Background: an optimization exercise with open tools, aiming at small area, a short achievable clock period and few clock cycles per item. Do not read the settings as production practice.
Function was checked by simulation only, so behaviour that the tests miss may differ from the original.

Setup of JK:
Design ntt_core, start of the top module:
module ntt_core #(
    parameter WIDTH = 24
)(
    input  wire          clk,
    input  wire          rst_n,
    input  wire          start,
    output reg           done,
    output reg  [7:0]    ram_addr_a,
    output reg           ram_we_a,
    output wire [WIDTH-1:0] ram_wdata_a,
    input  wire [WIDTH-1:0] ram_rdata_a,
    output reg  [7:0]    ram_addr_b,
    output reg           ram_we_b,
    output wire [WIDTH-1:0] ram_wdata_b,
    input  wire [WIDTH-1:0] ram_rdata_b
);
For scale: roughly 5,100 cells after synthesis, ~600 flip-flops, roughly 45,000 µm² of cells after synthesis.
==> flow/config.mk <==
export PLATFORM = sky130hd
export DESIGN_NAME = ntt_core
export DESIGN_NICKNAME = ntt_core
export VERILOG_FILES = /design/flow/design.v
export SDC_FILE = /design/flow/constraint.sdc
export NUM_CORES = 4
export LEC_CHECK = 0
export CAP_MARGIN = 20
export CORE_MARGIN = 2
export CORE_UTILIZATION = 40
export CTS_BUF_LIST = sky130_fd_sc_hd__clkbuf_8
export PLACE_DENSITY = 0.7
export SLEW_MARGIN = 20
export TNS_END_PERCENT = 10
==> flow/constraint.sdc <==
create_clock -name core_clock -period 10.0 [get_ports {clk}]
set_input_delay 2.0000 -clock core_clock [delete_from_list [all_inputs] [get_ports {clk}]]
set_output_delay 2.0000 -clock core_clock [all_outputs]
set_load 0.01 [all_outputs]
standard.sh (not shown) runs the stock make flow with config.mk's settings and CLKGATE_MAP_FILE= SYNTH_SCRIPT=/design/flow/synth_recipe.tcl, a recipe that flattens the netlist after the stock synthesis.
==> flow/flow/run.sh <==
#!/bin/bash
# The standard layout (the standard.sh: standard synthesis, floorplan, place,
# CTS, route, finish) with two changes to how it is made:
#  - the repair steps aim at a setup slack margin of 6.8 ns instead of 0, so that
#    they also work on paths shorter than the clock period;
#  - the port buffers that the standard flow inserts are buf_2 cells.
# The constraints (constraint.sdc) are unchanged.
set -euo pipefail
bash standard.sh SETUP_SLACK_MARGIN=6.8 "BUFFER_PORTS_ARGS=-buffer_cell sky130_fd_sc_hd__buf_2" finish > standard.log 2>&1
JK finished all stages; the layout is clean.
Testbench counts of JK, summed over its fixed seeds: cycles 25,008, transforms 24.
Input-level comparison between MS and JK:
# JK
export LEC_CHECK = 0
export CAP_MARGIN = 20
export CORE_MARGIN = 2
export CORE_UTILIZATION = 40
export CTS_BUF_LIST = sky130_fd_sc_hd__clkbuf_8
export PLACE_DENSITY = 0.7
export SLEW_MARGIN = 20
export TNS_END_PERCENT = 10
create_clock -name core_clock -period 10.0 [get_ports {clk}]
# MS
export LEC_CHECK = 0
export CAP_MARGIN = 20
export CORE_MARGIN = 2
export CORE_UTILIZATION = 40
export CTS_BUF_LIST = sky130_fd_sc_hd__clkbuf_16
export CTS_CLUSTER_DIAMETER = 90
export CTS_CLUSTER_SIZE = 30
export PLACE_DENSITY = 0.6
export SLEW_MARGIN = 20
export TNS_END_PERCENT = 10
create_clock -name core_clock -period 10.0 [get_ports {clk}]
==> comparison <==
MS finished end to end and its layout was clean on timing, DRC and antenna. Summary of MS over JK: post-route minimum period saw a decrease, setup slack of the critical path after layout higher. [compare] base=JK new=MS: fraction of area in registers moved up. Growth of design area from synthesis to finish ended up 3.9 points lower on MS than on JK. The lower routability congestion estimate from global placement came out of MS. Looking at met2 track demand over resource, MS sits 0.67 points higher than JK does.

========
== the reference run ==
ntt_core, a different RTL version from the one above (not shown whole).
For scale: about 540 flip-flops, roughly 120 I/O pins.
clock: 10.0 ns
lec_check: 0
cap_margin: 20
core_margin: 2
core_utilization: 40
place_density: 0.6
slew_margin: 20
tns_end_percent: 10
==> flow/flow/run.sh <==
#!/bin/bash
# The standard layout (the standard.sh: standard synthesis, floorplan, place,
# CTS, route, finish), with the repair steps aiming at a setup slack margin of
# 6.5 ns instead of 0, so that they also work on paths shorter than the clock
# period. The constraints (constraint.sdc) are unchanged.
set -euo pipefail
bash standard.sh SETUP_SLACK_MARGIN=6.5 finish > standard.log 2>&1
Testbench counts of the reference run, summed over its fixed seeds: cycles 24,912, transforms 24.
diff inputs: the reference run => the trial run
- TNS_END_PERCENT: 10 -> 3
## What came out
Diff the trial run..the reference run | met1 routing resource usage after global routing | negligible. Against the reference run as the reference, the trial run delivers a lower number of standard cells in the layout, taps in and fillers out. Of the trial run and the reference run, it is the trial run that has the lower non-clock buffer count. Against the reference run, the trial run comes in 1.7% lower on detailed-routed wire length on met2. On global-route wire length before repair, the reference run loses to the trial run. The trial run vs the reference run on share of the core filled with cells: the trial run is the lower one. The number of resized instances in the post-cts repair step reported for the trial run is smaller than that of the reference run by 18. The trial run vs the reference run, register-to-register slack went down by 0.06 ns. Taking the reference run as the reference, in the trial run critical path depth fell 3; number of antenna violations at the first check in global routing moved down; share of cell area taken by flip-flops and latches went up by 0.41 points.

========
## fjord
ntt_core with an RTL version that a note above also has.
For scale: about 5100 cells after synthesis, ~600 flip-flops, roughly 45000 um2 of cells after synthesis.
## ntt_core
module ntt_core #(
    parameter WIDTH = 24
)(
    input  wire          clk,
    input  wire          rst_n,
    input  wire          start,
    output reg           done,
    output reg  [7:0]    ram_addr_a,
    output reg           ram_we_a,
    output wire [WIDTH-1:0] ram_wdata_a,
    input  wire [WIDTH-1:0] ram_rdata_a,
    output reg  [7:0]    ram_addr_b,
    output reg           ram_we_b,
    output wire [WIDTH-1:0] ram_wdata_b,
    input  wire [WIDTH-1:0] ram_rdata_b
);
export LEC_CHECK = 0
export CAP_MARGIN = 20
export CORE_MARGIN = 2
export CORE_UTILIZATION = 40
export CTS_BUF_LIST = sky130_fd_sc_hd__clkbuf_16
export CTS_CLUSTER_DIAMETER = 150
export CTS_CLUSTER_SIZE = 30
export PLACE_DENSITY = 0.6
export SLEW_MARGIN = 20
export TNS_END_PERCENT = 10
create_clock -name core_clock -period 10.0 [get_ports {clk}]
==> flow/flow/run.sh <==
#!/bin/bash
# The standard layout (the standard.sh: standard synthesis, floorplan, place,
# CTS, route, finish) with two changes to how it is made:
#  - the repair steps aim at a setup slack margin of 6.8 ns instead of 0, so that
#    they also work on paths shorter than the clock period;
#  - the port buffers that the standard flow inserts are buf_2 cells.
# The constraints (constraint.sdc) are unchanged.
set -euo pipefail
bash standard.sh SETUP_SLACK_MARGIN=6.8 "BUFFER_PORTS_ARGS=-buffer_cell sky130_fd_sc_hd__buf_2" finish > standard.log 2>&1
Having completed the whole flow, fjord delivered a layout that passed the timing, DRC and antenna checks.
Testbench counts of fjord, summed over its fixed seeds: cycles 25,008, transforms 24.
Here is what was changed in the inputs of pepper compared with fjord.
- CTS_BUF_LIST changed from sky130_fd_sc_hd__clkbuf_16 to sky130_fd_sc_hd__clkbuf_8
- CTS_CLUSTER_SIZE removed (was 30)
- CTS_CLUSTER_DIAMETER removed (was 150)
### Flow results
pepper ran to completion and came out clean on the timing, DRC and antenna checks.
Against fjord, pepper comes in about 350% higher on final-layout clock buffer total.
fjord has lower design area than pepper.
The first-pass GRT wire length of pepper is higher than that of fjord.
pepper — critical path depth 4 lower, fjord as reference
### pepper -> cedar
==> flow/flow/run.sh <==
#!/bin/bash
# The standard layout (the standard.sh: standard synthesis, floorplan, place,
# CTS, route, finish) with two changes to how it is made:
#  - the repair steps aim at a setup slack margin of 7.1 ns instead of 0, so that
#    they also work on paths shorter than the clock period;
#  - the port buffers that the standard flow inserts are buf_2 cells.
# The constraints (constraint.sdc) are unchanged.
set -euo pipefail
bash standard.sh SETUP_SLACK_MARGIN=7.1 "BUFFER_PORTS_ARGS=-buffer_cell sky130_fd_sc_hd__buf_2" finish > standard.log 2>&1
Summary of cedar over pepper: worst path setup slack after routing fell by 0.041 ns.
Post-detailed-routing wire length: cedar worse than pepper
Input-level comparison between amber and cedar:
- CTS_CLUSTER_DIAMETER newly set to 120
- CTS_CLUSTER_SIZE newly set to 20
- CTS_BUF_LIST changed from sky130_fd_sc_hd__clkbuf_8 to sky130_fd_sc_hd__clkbuf_16
==> flow/flow/run.sh <==
#!/bin/bash
# The standard layout (the standard.sh: standard synthesis, floorplan, place,
# CTS, route, finish) with two changes to how it is made:
#  - the repair steps aim at a setup slack margin of 6.9 ns instead of 0, so that
#    they also work on paths shorter than the clock period;
#  - the port buffers that the standard flow inserts are buf_2 cells.
# The constraints (constraint.sdc) are unchanged.
set -euo pipefail
bash standard.sh SETUP_SLACK_MARGIN=6.9 "BUFFER_PORTS_ARGS=-buffer_cell sky130_fd_sc_hd__buf_2" finish > standard.log 2>&1
### Flow results
Summary of the comparison: critical path depth is lower in amber, relative to cedar. Compound-cell area share of the yosys netlist came out exactly the same in cedar and amber.
Input-level comparison between violet and amber:
==> flow/flow/run.sh <==
#!/bin/bash
# The standard layout (the standard.sh: standard synthesis, floorplan, place,
# CTS, route, finish) with two changes to how it is made:
#  - the repair steps aim at a setup slack margin of 6.8 ns instead of 0, so that
#    they also work on paths shorter than the clock period;
#  - the port buffers that the standard flow inserts are buf_2 cells.
# The constraints (constraint.sdc) are unchanged.
set -euo pipefail
bash standard.sh SETUP_SLACK_MARGIN=6.8 "BUFFER_PORTS_ARGS=-buffer_cell sky130_fd_sc_hd__buf_2" finish > standard.log 2>&1
Results
amber ran to completion and came out clean on the timing, DRC and antenna checks.
Looking at the reports, violet completed the entire flow and the layout it produced met the timing, DRC and antenna checks.
Compared with amber, in violet DRC marker count from the first detailed-route iteration climbed about 0.9%; minimum hold slack climbed 0.024 ns; post-route cell area went down 890 um2; synthesized area has remained practically unchanged.
Delta(global-route usage, violet - amber) < 0
violet: final worst clock skew lower than amber
Taking amber as the reference, in violet met1 track demand over resource went up, path depth of the worst reg2reg path rose 4, via-per-instance ratio closely matched the old numbers, wire length after detailed routing has decreased.
Setup changes, violet to lagoon
- removing CTS_BUF_LIST (formerly sky130_fd_sc_hd__clkbuf_16)
- removing CTS_CLUSTER_SIZE (formerly 20)
- removing CTS_CLUSTER_DIAMETER (formerly 120)
==> flow/flow/run.sh <==
#!/bin/bash
# The standard layout (the standard.sh: standard synthesis, floorplan, place,
# CTS, route, finish) with two changes to how it is made:
#  - the repair steps aim at a setup slack margin of 6.5 ns instead of 0, so that
#    they also work on paths shorter than the clock period;
#  - the port buffers that the standard flow inserts are buf_2 cells.
# The constraints (constraint.sdc) are unchanged.
set -euo pipefail
bash standard.sh SETUP_SLACK_MARGIN=6.5 "BUFFER_PORTS_ARGS=-buffer_cell sky130_fd_sc_hd__buf_2" finish > standard.log 2>&1
==> comparison <==
The post-route minimum period number comes out lower for violet vs lagoon. Layout overhead on the synthesized area was higher in the run labelled lagoon. Summary of the comparison: largest net degree at the start of global routing is lower in lagoon, relative to violet. Sort lagoon and violet by met3 track demand over resource in global routing asc -> top: violet. Per the comparison of lagoon with violet, area of all placed cells without fillers higher; number of gates on the worst path with buffers counted now sits lower.

-- static timing again, ports no longer ideal --
Ports are ideal in the flow. The routed layouts listed here were re-timed in OpenROAD. Step 1 assumes that a clkbuf_16 drives the clock port and a buf_2 every other input. Step 2, shift: input delay + t, output delay - t, t = (earliest + latest rising clock arrival at the registers) / 2. This alone moves slack from input paths to output paths. Three values: no drivers, after step 1, after step 2; two values: the first two.
| run | shift t [ns] | setup WS [ns] | hold slack, ns | worst setup path at the end | clock arrival spread, ns |
|---|---|---|---|---|---|
| JK | 0.807 | 6.517 / 6.517 / 6.517 | 0.370 / 0.370 / 0.370 | register to register | 0.070 / 0.069 |
| MS | 0.739 | 6.569 / 6.569 / 6.569 | 0.379 / 0.379 / 0.379 | register to register | 0.048 / 0.048 |
| the reference run | 0.715 | 5.903 / 5.904 / 5.904 | 0.365 / 0.365 / 0.365 | register to register | 0.037 / 0.036 |
| the trial run | 0.745 | 5.846 / 5.846 / 5.846 | 0.380 / 0.380 / 0.380 | register to register | 0.055 / 0.054 |
| fjord | 0.691 | 6.561 / 6.561 / 6.561 | 0.380 / 0.380 / 0.380 | register to register | 0.059 / 0.059 |
| pepper | 0.811 | 6.587 / 6.587 / 6.587 | 0.327 / 0.327 / 0.327 | register to register | 0.082 / 0.081 |
| cedar | 0.794 | 6.546 / 6.546 / 6.546 | 0.380 / 0.380 / 0.380 | register to register | 0.057 / 0.058 |
| amber | 0.690 | 6.532 / 6.532 / 6.532 | 0.356 / 0.356 / 0.356 | register to register | 0.063 / 0.062 |
| violet | 0.673 | 6.554 / 6.554 / 6.554 | 0.379 / 0.379 / 0.379 | register to register | 0.052 / 0.051 |
| lagoon | 0.702 | 6.356 / 6.356 / 6.356 | 0.342 / 0.342 / 0.342 | register to register | 0.077 / 0.076 |
After both steps every run listed still meets setup and hold.
